This is an optimization exercise on Yosys and OpenROAD, whose aim is small area, not a production implementation. In this exercise RTL edits were held to simulation tests only and were not proved equivalent to the original.

File: design/flow/design.v
module iir_filter
    #(
        parameter NB_SAMPLE     = 9,   
        parameter NBF_SAMPLE    = 7,   
        parameter NB_COEFF      = 15,  
        parameter NBF_COEFF     = 13,  
        parameter N_COEFFS      = 3    
    )
    ( 
        output signed [NB_SAMPLE - 1 : 0]     o_sample,   
        input signed [NB_SAMPLE - 1 : 0] 	    i_sample,   
        input [NB_COEFF*N_COEFFS - 1 : 0]     i_coeffsB,  
        input [NB_COEFF*(N_COEFFS-1) - 1 : 0] i_coeffsA,  
        input 				                i_reset,    
        input 				                clock       
    );
    localparam NB_DOTB  = NB_SAMPLE  + NB_COEFF;    
    localparam NBF_DOTB = NBF_SAMPLE + NBF_COEFF;   
    localparam NB_ADDB  = NB_DOTB   + 2;            
    localparam NBF_ADDB = NBF_DOTB;                 
    localparam NB_DOTA  = NB_ADDB  + NB_COEFF;      
    localparam NBF_DOTA = NBF_ADDB + NBF_COEFF;     
    localparam NB_ADDA  = NB_DOTA  + 2;             
    localparam NBF_ADDA = NBF_DOTA;                 
    localparam NBI_ADDA = NB_ADDA - NBF_ADDA;       
    localparam NB_SAMPLEA  = NB_ADDB;               
    localparam NBF_SAMPLEA = NBF_ADDB;              
    localparam NBI_SAMPLEA = NB_SAMPLEA - NBF_SAMPLEA;  
    localparam NB_SAT     = NBI_ADDA-NBI_SAMPLEA;    
    localparam NBI_SAMPLE = NB_SAMPLE - NBF_SAMPLE;  
    localparam NB_SAT_OUT = NBI_ADDA-NBI_SAMPLE;     
    wire signed [NB_COEFF   - 1 : 0] coeffa [N_COEFFS - 1 : 1];     
    wire signed [NB_COEFF   - 1 : 0] coeffb [N_COEFFS - 1 : 0];     
    wire signed [NB_DOTB    - 1 : 0] dotb   [N_COEFFS - 1 : 0];     
    wire signed [NB_DOTA    - 1 : 0] dota   [N_COEFFS - 1 : 1];     
    wire signed [NB_ADDB    - 1 : 0] addb;                          
    wire signed [NB_ADDA    - 1 : 0] adda;                          
    wire signed [NB_SAMPLEA - 1 : 0] adda_trunc;                    
    wire signed [NB_DOTA    - 1 : 0] addbExpand;                    
    reg signed [NB_SAMPLE  - 1 : 0] r_sampleb [N_COEFFS - 1 : 1];   
    reg signed [NB_SAMPLEA - 1 : 0] r_samplea [N_COEFFS - 1 : 1];   
    generate
        genvar 			    ptrCoeffa;
        genvar 			    ptrCoeffb;
        for(ptrCoeffb=0;ptrCoeffb<N_COEFFS;ptrCoeffb=ptrCoeffb+1)begin:cb
	        assign coeffb[ptrCoeffb] = i_coeffsB[(ptrCoeffb+1)*NB_COEFF -1 -: NB_COEFF];
        end
        for(ptrCoeffa=0;ptrCoeffa<N_COEFFS-1;ptrCoeffa=ptrCoeffa+1)begin:ca
	        assign coeffa[ptrCoeffa+1] = i_coeffsA[(ptrCoeffa+1)*NB_COEFF -1 -: NB_COEFF];
        end
    endgenerate
    assign dotb[0] = coeffb[0] * i_sample;
    assign dotb[1] = coeffb[1] * r_sampleb[1];
    assign dotb[2] = coeffb[2] * r_sampleb[2];
    assign addb = dotb[0] + dotb[1] + dotb[2];
    always @(posedge clock) begin: regB
        if(i_reset) begin
            r_sampleb[1] <= {NB_SAMPLE{1'b0}};
            r_sampleb[2] <= {NB_SAMPLE{1'b0}};
        end
        else begin
            r_sampleb[1] <= i_sample;
            r_sampleb[2] <= r_sampleb[1];
        end       
    end
    assign dota[1] = coeffa[1] * r_samplea[1];
    assign dota[2] = coeffa[2] * r_samplea[2];
    assign addbExpand = $signed({{NBI_ADDA-NBI_SAMPLEA{addb[NB_ADDB-1]}},addb,{NBF_ADDA-NBF_SAMPLEA{1'b0}}});
    assign adda       = addbExpand - dota[1] - dota[2];
    assign adda_trunc = ( ~|adda[NB_ADDA-1 -: NB_SAT+1] || &adda[NB_ADDA-1 -: NB_SAT+1]) ? adda[NB_ADDA-(NBI_ADDA-NBI_SAMPLEA) - 1 -: NB_SAMPLEA] :
                        (adda[NB_ADDA-1]) ? {{1'b1},{NB_SAMPLEA-1{1'b0}}} : {{1'b0},{NB_SAMPLEA-1{1'b1}}};
    always @(posedge clock) begin: regA
        if(i_reset) begin
            r_samplea[1] <= {NB_SAMPLEA{1'b0}};
            r_samplea[2] <= {NB_SAMPLEA{1'b0}};
        end
        else begin
            r_samplea[1] <= adda_trunc;
            r_samplea[2] <= r_samplea[1];
        end       
    end
    assign o_sample   = ( ~|adda[NB_ADDA-1 -: NB_SAT_OUT+1] || &adda[NB_ADDA-1 -: NB_SAT+1]) ? adda[NB_ADDA-(NBI_ADDA-NBI_SAMPLE) - 1 -: NB_SAMPLE] :
                        (adda[NB_ADDA-1]) ? {{1'b1},{NB_SAMPLE-1{1'b0}}} : {{1'b0},{NB_SAMPLE-1{1'b1}}};
endmodule
module iir_top
    #(
        parameter NB_SAMPLE     = 9,   
        parameter NBF_SAMPLE    = 7,   
        parameter NB_COEFF      = 15,  
        parameter NBF_COEFF     = 13,  
        parameter N_COEFFS      = 3    
    )
    (
        output signed [NB_SAMPLE - 1 : 0] o_sample,  
        input signed  [NB_SAMPLE - 1 : 0] i_sample,  
        input                             i_reset,   
        input                             clock      
    );
   wire signed [NB_SAMPLE - 1 : 0] 	  w_sec1_to_sec2;  
   wire signed [NB_SAMPLE - 1 : 0] 	  w_sec2_to_sec3;  
   wire [NB_COEFF*N_COEFFS - 1 : 0] 	  coeffSec1B;  
   wire [NB_COEFF*(N_COEFFS-1) - 1 : 0]   coeffSec1A;  
   wire [NB_COEFF*N_COEFFS - 1 : 0] 	  coeffSec2B;  
   wire [NB_COEFF*(N_COEFFS-1) - 1 : 0]   coeffSec2A;  
   wire [NB_COEFF*N_COEFFS - 1 : 0] 	  coeffSec3B;  
   wire [NB_COEFF*(N_COEFFS-1) - 1 : 0]   coeffSec3A;  
assign coeffSec1B = {15'h002B,15'h0056,15'h002B};
assign coeffSec1A = {15'h1DA6,15'h4306};
assign coeffSec2B = {15'h0028,15'h0050,15'h0028};
assign coeffSec2A = {15'h19F6,15'h46AB};
assign coeffSec3B = {15'h0027,15'h004E,15'h0027};
assign coeffSec3A = {15'h1807,15'h4895};
    iir_filter
        #(
            .NB_SAMPLE     (NB_SAMPLE),
            .NBF_SAMPLE    (NBF_SAMPLE),
            .NB_COEFF      (NB_COEFF),
            .NBF_COEFF     (NBF_COEFF),
            .N_COEFFS      (N_COEFFS)
        )
        u_iir_filter_sec1
        ( 
            .o_sample (w_sec1_to_sec2),
            .i_sample (i_sample),
            .i_coeffsB(coeffSec1B),
            .i_coeffsA(coeffSec1A),
            .i_reset  (i_reset),
            .clock    (clock)
        );
    iir_filter
        #(
            .NB_SAMPLE     (NB_SAMPLE),
            .NBF_SAMPLE    (NBF_SAMPLE),
            .NB_COEFF      (NB_COEFF),
            .NBF_COEFF     (NBF_COEFF),
            .N_COEFFS      (N_COEFFS)
        )
        u_iir_filter_sec2
        ( 
            .o_sample (w_sec2_to_sec3),
            .i_sample (w_sec1_to_sec2),
	        .i_coeffsB(coeffSec2B),
	        .i_coeffsA(coeffSec2A),
            .i_reset  (i_reset),
            .clock    (clock)
        );
    iir_filter
        #(
            .NB_SAMPLE     (NB_SAMPLE),
            .NBF_SAMPLE    (NBF_SAMPLE),
            .NB_COEFF      (NB_COEFF),
            .NBF_COEFF     (NBF_COEFF),
            .N_COEFFS      (N_COEFFS)
        )
        u_iir_filter_sec3
        ( 
            .o_sample (o_sample),
            .i_sample (w_sec2_to_sec3),
            .i_coeffsB(coeffSec3B),
            .i_coeffsA(coeffSec3A),
            .i_reset  (i_reset),
            .clock    (clock)
        );
endmodule
File: design/flow/run.sh
#!/bin/bash
# synth_recipe.tcl (not shown) runs the flow's synth.tcl, then flattens the netlist and writes it again
# the make line also repeats each setting of config.mk as NAME=value (left out here)
make -C /OpenROAD-flow-scripts/flow DESIGN_CONFIG=/design/flow/config.mk WORK_HOME=/design/flow/orfs CLKGATE_MAP_FILE= SYNTH_SCRIPT=/design/flow/synth_recipe.tcl finish
File: design/flow/config.mk
export PLATFORM = sky130hd
export DESIGN_NAME = iir_top
export DESIGN_NICKNAME = iir_top
export VERILOG_FILES = /design/flow/design.v
export SDC_FILE = /design/flow/constraint.sdc
export NUM_CORES = 4
export LEC_CHECK = 0
export CAP_MARGIN = 20
export CORE_MARGIN = 2
export CORE_UTILIZATION = 40
export SLEW_MARGIN = 20
File: design/flow/constraint.sdc
create_clock -name core_clock -period 45.0 [get_ports {clock}]
set_input_delay 9.0000 -clock core_clock [delete_from_list [all_inputs] [get_ports {clock}]]
set_output_delay 9.0000 -clock core_clock [all_outputs]
set_load 0.01 [all_outputs]
==> out/qor.csv <==
stage;metric;value;unit
synth;Gate Count Post-Synth;6508;
finish;commonest non-fill, non-tap cell in the layout;inv_1;
timing;crit path time final;43740;ps
finish;layout cell share with drive strength beyond 1;7.61;%
hold_path;Hold/Removal Path Class;flop to flop;
synth;Post-synth ARST share;0;%
clocking;clock latency (worst-skew pair);640;ps
finish;diode count;0;
clocking;depth of the CTS H-tree;1;
setup_path;crit-path max FO;7;
synth;ys flop type;dfxtp_1;
flow_run;max-cap viol count;0;
detailed_routing;DR pass1 iterations;7;
clocking;Num CTS Buffers;31;
global_route;GRT overflow;0;
placement;worst slack, placed;-500;ps
detailed_routing;via count;42362;
finish;non-filler instance count after layout;8867;
clocking;clock sink count;210;
detailed_routing;Routed WL;139000;um
synth;syn_nets;8875;
setup_path;Crit path arrival time;34740;ps
detailed_routing;WL/cell;15.7;um
synth;Yosys top cell area share;35.4;%
synth;Post-Syn Area;0.0616;sq mm
timing;Layout Skew;16.8;ps
setup_path;crit path launch type;primary input;
global_route;vias in the first global route;46498;
setup_path;Crit path top cell by count;fa_1;
detailed_routing;remaining routing DRC violations;0;
timing;Setup-failing EPs final;0;
setup_path;Critical Path Source;i_sample[6];
clocking;Clock transition at path regs;70;ps
timing;final setup TNS;0;ps
finish;Final Util;44.7;%
floorplan;Die Height;396;um
status;status;no timing/DRC/antenna violations;
finish;most frequent cells in the layout;1926 x inv_1, 1257 x ha_1, 1089 x fa_1, 313 x buf_4, 251 x nor2_1;
setup_path;reg2reg start;u_iir_filter_sec1.r_sampleb[1][5];
setup_path;Crit. End Element;primary output;
detailed_routing;Vias per Instance;4.78;
timing;Final Hold Fails;0;
synth;sequential cell area fraction in the yosys report;6.83;%
placement;RePlAce Congestion;0.899;
floorplan;core area;0.152;sq mm
synth;Yosys cell types;93;
global_route;first-pass GRT wire length;238000;um
synth;Post-synth EDFFs;0;
floorplan;Starting Density;40.4;%
timing;Slew headroom;29.0;%
finish;Layout area overhead;10.6;%
finish;fillers;14754;
setup_path;Worst EP required;36000;ps
setup_path;peak per-stage delay on the critical path;540;ps
synth;synthesized area per cell;9.46;sq um
timing;Slew @ Worst Pin;1040;ps
placement;PortBufs;19;
global_route;largest net degree at the start of global routing;85;
floorplan;Die Wd;396;um
timing;fin crit share;97.2;%
timing;max-slew violation count;0;
setup_path;Crit-path slowest cell;fa_1;
clocking;Max Root-Sink Buffers;3;
global_route;initial antenna violation count;0;
floorplan;Die ar.;0.157;sq mm
floorplan;# rows;143;
synth;Yosys warnings;3;
synth;cell taking the most area after synthesis;fa_1;
floorplan;I/O pins;20;
timing;Peak Freq;0.0229;GHz
detailed_routing;Starting DRT DRC Count;1768;
detailed_routing;Routed Antenna Nets;0;
setup_path;critical path class;primary input to primary output;
hold_path;hold_sp;u_iir_filter_sec2.r_sampleb[1][7];
timing;Final Worst Setup Slack;1260;ps
finish;layout net count;9182;
synth;flip-flop and latch count after synthesis;210;
synth;largest cells by area after synthesis;fa_1 35%, ha_1 26%, inv_1 12%;
clocking;Clock Tree Root;clkbuf_16;
global_route;total global-route track usage;18.6;%
clocking;CTS tree;built;
placement;# placed instances;8800;
placement;dpl hpwl;124000;um
-- Yosys cell counts (6+ instances only) --
cell type and n:
o22ai_1 10, nand3_1 62, nand4_1 20, o21ai_0 166, buf_2 15, or3_1 14
o2111ai_1 7, a21o_1 93, a21oi_1 274, ha_1 1267, a31oi_1 12, xnor2_1 230
and3_1 22, fa_1 1089, nor3_1 39, dfxtp_1 210, a2111oi_0 9, o21ai_1 21
a31o_2 8, nor2_1 258, inv_1 1926, xor2_1 110, a211o_1 14, nor2b_1 67
o211a_1 6, o21bai_1 54, a211oi_1 23, a21boi_0 12, nand2b_1 31, mux2_2 7
and4_1 7, and2_1 12, nand2_1 172, o31ai_1 8, clkbuf_1 41, o211ai_1 17
mux2i_1 19, o21a_1 31, or2_2 15
-- registers in the layout, summed over array words and instances, names as in the netlist --
name	flops
u_iir_filter_sec1.r_sampleb	18
u_iir_filter_sec2.r_sampleb	18
u_iir_filter_sec1.r_samplea	52
u_iir_filter_sec3.r_samplea	52
u_iir_filter_sec2.r_samplea	52
u_iir_filter_sec3.r_sampleb	18
-- logic make-up (layout without fill, tap and decap cells) --
family / after synthesis / count (layout) / synth area share [%]
fa+ha+maj: 2356 / 2356 / 61.1
buf+inv: 1989 / 2318 / 12.2
compound gates: 840 / 840 / 8.76
simple gates: 745 / 745 / 5.75
xor+xnor: 342 / 342 / 4.93
flops: 210 / 210 / 6.83
mux: 26 / 26 / 0.437
-- path summary, 6_finish.rpt --
kind | cells after the start | end | slack (ps)
setup reg to reg | 116 | u_iir_filter_sec3.r_samplea[1][2] | 16180
setup / recovery | 112 | o_sample[5] | 1260
hold / removal | 1 | u_iir_filter_sec2.r_sampleb[2][7] | 500
hold reg to reg | 1 | u_iir_filter_sec2.r_sampleb[2][7] | 500
-- layout make-up --
class / count / area, sq um / area share (%)
Tap cell: 2030 / 2540 / 3.73
Clock buffer: 40 / 860 / 1.26
Multi-Input combinational cell: 4309 / 50500 / 74.1
Sequential cell: 210 / 4200 / 6.18
Timing Repair Buffer: 334 / 2570 / 3.78
Inverter: 1929 / 7240 / 10.6
Clock inverter: 15 / 193 / 0.283
-- critical path: cells and delay by family --
kind / cells / cell delay, ps
adder cells (fa/ha/maj): 33 / 13980
AO/OA/AOI/OAI: 35 / 6070
buffers and inverters: 30 / 3510
AND/OR/NAND/NOR: 9 / 1240
XOR/XNOR: 4 / 590
multiplexers: 1 / 300
-- routing by layer --
| metal | wire length (um) | track usage (%) |
|---|---|---|
| met1 | 68100 | 27.0 |
| met2 | 64000 | 30.3 |
| met3 | 4450 | 1.60 |
| met4 | 2630 | 3.57 |
| met5 | 0 | 0 |
-- what timing repair did --
item | 4_1_cts | 5_1_grt
setup buffers | 2 | 10
endpoints found under the setup margin | 9 | 9
pin swaps | 4 | 50
hold buffers | 0 | 0
gates resized for setup | 26 | 110
-- metrics by stage --
stage	area (sq um)	hold slack [ps]
after floorplan	61600	457
after global placement	66400	491
after detailed placement	66400	498
after CTS	67500	503
after global routing	68100	513
final	68100	501

[afterwards: timing with drivers on the ports]
In the flow no input, the clock included, has a driving cell. The finished layout below was timed again as built, in two steps. Step 1 (the two cells are an assumption about what drives the block):
set clk [get_ports {clock}]
set_driving_cell -lib_cell sky130_fd_sc_hd__clkbuf_16 $clk
set_driving_cell -lib_cell sky130_fd_sc_hd__buf_2 [delete_from_list [all_inputs] $clk]
Step 2 adds t to the input delays and takes it off the output delays; t is the mean of the earliest and latest rising clock arrival at the registers after step 1. Input paths then give back, and output paths get back, about the clock's delay inside the block. a / b / c = ideal ports / drivers / drivers and shift; a / b = the first two.
shift t [ns]: 0.694
slack for setup (ns): 1.259 / 1.231 / 1.231
clock arrival spread, ns: 0.016 / 0.017
worst data-port slew with drivers (ns): 0.06
After both steps this run still meets setup and hold. For this run, drivers alone change the setup slack by -0.028 ns; drivers and shift together by -0.028 ns.
